Context: an optimization exercise on an open-source flow, tuned for small area and a short achievable clock period. The choices shown serve that exercise and are no tape-out recipe. The RTL was checked by simulation tests, not by an equivalence proof against the original design.

==> job 7843: inputs <==
// processor
module processor(clk, rst, i_dataValid, i_packet, o_answer);
clock: 42.0 ns
lec_check: 0
cap_margin: 20
core_margin: 2
core_utilization: 70
slew_margin: 20
synth_hierarchical: 1
standard.sh (not shown) runs the stock make flow with config.mk's settings and CLKGATE_MAP_FILE= SYNTH_SCRIPT=/design/flow/synth_recipe.tcl, a recipe that flattens the netlist after the stock synthesis.
==> flow/flow/run.sh <==
#!/bin/bash
# Standard layout, with plain buf_1 cells as the buffers that every input and output port gets,
# and timing repair asked to keep 26 ns of setup slack (a 16 ns path) so that the resizer
# buffers and sizes the critical path instead of leaving minimum-size gates on it.
set -euo pipefail
export BUFFER_PORTS_ARGS="-buffer_cell sky130_fd_sc_hd__buf_1"
export SETUP_SLACK_MARGIN=26
bash standard.sh > standard.log 2>&1
==> job 4074: changes against job 7843 <==
==> flow/flow/run.sh (replaced) <==
#!/bin/bash
# Standard layout, with plain buf_1 cells (instead of the default delay buffers) as the
# buffers that every input and output port gets.
set -euo pipefail
export BUFFER_PORTS_ARGS="-buffer_cell sky130_fd_sc_hd__buf_1"
bash standard.sh > standard.log 2>&1
CORE_UTILIZATION = 60   (was 70)
==> comparison table <==
Run status: job 4074 finished clean; job 7843 finished clean
Routing usage on met1: job 4074 35.4%; job 7843 37.8%
Avg WL per Cell: job 4074 16.5 µm; job 7843 17.2 µm
Total of fill cells in the finished design: job 4074 879; job 7843 597
Total length of routed wires: job 4074 13,600 µm; job 7843 13,800 µm
Required time at the endpoint of the critical path: job 4074 42.19 ns; job 7843 42.18 ns
Clock Latency Late Sink: job 4074 0.31 ns; job 7843 0.30 ns
Number of clock buffers in the layout: job 4074 6; job 7843 5
Post-route clock skew: job 4074 0.00465 ns; job 7843 0.00870 ns
Post-placement cell count: job 4074 818; job 7843 790
DP HPWL: job 4074 11,600 µm; job 7843 11,500 µm
Cell area after layout: job 4074 6840 µm²; job 7843 6920 µm²
Final net count: job 4074 898; job 7843 900
Worst setup margin: job 4074 25.88 ns; job 7843 26.26 ns


==> job 9559: inputs <==
Another version of the RTL of processor (not shown whole).
// processor
module processor(clk, rst, i_dataValid, i_packet, o_answer);
make LEC_CHECK=0 CAP_MARGIN=20 CORE_MARGIN=2 CORE_UTILIZATION=60 SLEW_MARGIN=20 SYNTH_HIERARCHICAL=1 finish   # period 42.0 ns
run.sh (not shown) runs the stock make flow with config.mk's settings and CLKGATE_MAP_FILE= SYNTH_SCRIPT=/design/flow/synth_recipe.tcl, a recipe that flattens the netlist after the stock synthesis.
Stock flow here: none of the scripts above is used.
==> job 9609 (differences from job 9559) <==
==> flow/flow/run.sh (new file) <==
#!/bin/bash
# Standard layout, with plain buf_1 cells as the buffers that every input and output port gets,
# and timing repair asked to keep 28 ns of setup slack (a 14 ns path) so that the resizer
# buffers and sizes the critical path instead of leaving minimum-size gates on it.
set -euo pipefail
export BUFFER_PORTS_ARGS="-buffer_cell sky130_fd_sc_hd__buf_1"
export SETUP_SLACK_MARGIN=28
bash standard.sh > standard.log 2>&1
==> flow/standard.sh (new file) <==
#!/bin/bash
# synth_recipe.tcl (not shown) runs the flow's synth.tcl, then flattens the netlist and writes it again
# the make line also repeats each setting of config.mk as NAME=value (left out here)
make -C /OpenROAD-flow-scripts/flow DESIGN_CONFIG=/design/flow/config.mk WORK_HOME=/design/flow/orfs CLKGATE_MAP_FILE= SYNTH_SCRIPT=/design/flow/synth_recipe.tcl "${@:-finish}"
removed: flow/run.sh
==> job 5722 (differences from job 9559) <==
==> flow/flow/run.sh (new file) <==
#!/bin/bash
# Standard layout, with plain buf_1 cells (instead of the default delay buffers) as the
# buffers that every input and output port gets.
set -euo pipefail
export BUFFER_PORTS_ARGS="-buffer_cell sky130_fd_sc_hd__buf_1"
bash standard.sh > standard.log 2>&1
==> flow/standard.sh (new file) <==
#!/bin/bash
# synth_recipe.tcl (not shown) runs the flow's synth.tcl, then flattens the netlist and writes it again
# the make line also repeats each setting of config.mk as NAME=value (left out here)
make -C /OpenROAD-flow-scripts/flow DESIGN_CONFIG=/design/flow/config.mk WORK_HOME=/design/flow/orfs CLKGATE_MAP_FILE= SYNTH_SCRIPT=/design/flow/synth_recipe.tcl "${@:-finish}"
removed: flow/run.sh
==> results_dict.tcl <==
set metrics [dict create \
    slowest_stage "a21o_1" \
    grt_start_max_net_pins 41 \
    timing.fmax_mhz 59.0 \
    buffers 69 \
    status "no timing/DRC/antenna violations" \
    via_per_inst 5.53 \
    multi_input_area_mm2 0.00595 \
]
(the above is from job 5722)
==> results_dict.tcl <==
set metrics [dict create \
    cts.sinks 40 \
    synth.area.mux_share 0.0111 \
    multi_input_area_mm2 0.00660 \
    status "no timing/DRC/antenna violations" \
    buffers 136 \
    cts_resized 67 \
    timing.fmax_mhz 69.5 \
    slowest_stage "fa_2" \
]
(the above is from job 9609)
==> results_dict.tcl <==
set metrics [dict create \
    initial_utilization 0.618 \
    tap_cells 143 \
    fin_crit_ns 17.45 \
    buffers 69 \
    multi_input_area_mm2 0.00595 \
    timing.fmax_mhz 57.3 \
    grt_start_max_net_pins 41 \
    status "no timing/DRC/antenna violations" \
]
(the above is from job 9559)

[separate check: timing with driven ports]
The results above use ideal ports. As a check the final layouts listed here were re-extracted and re-timed, cells and wires unchanged. Step 1 assumes that a clkbuf_16 drives the clock port and a buf_2 every other input. Step 2 also shifts input and output timing later by t, the mid clock arrival at the registers, as if the neighbouring blocks saw the same clock. Three values: ideal, step 1, step 2; two values: the first two.
run	t (ns)	setup WS [ns]	worst setup path after step 2	latest minus earliest clock arrival (ns)
job 7843	0.330	26.261 / 26.273 / 25.944	input to register	0.009 / 0.009
job 4074	0.344	25.877 / 25.889 / 25.546	input to register	0.005 / 0.005
job 9559	0.340	24.548 / 24.568 / 24.229	input to register	0.007 / 0.007
job 9609	0.346	27.613 / 27.615 / 27.270	input to register	0.009 / 0.009
job 5722	0.338	25.060 / 25.079 / 24.741	input to register	0.012 / 0.012
After both steps setup and hold are still met in every run listed. For job 9609, which loses most, drivers alone change the setup slack by +0.002 ns; drivers and shift together by -0.343 ns.
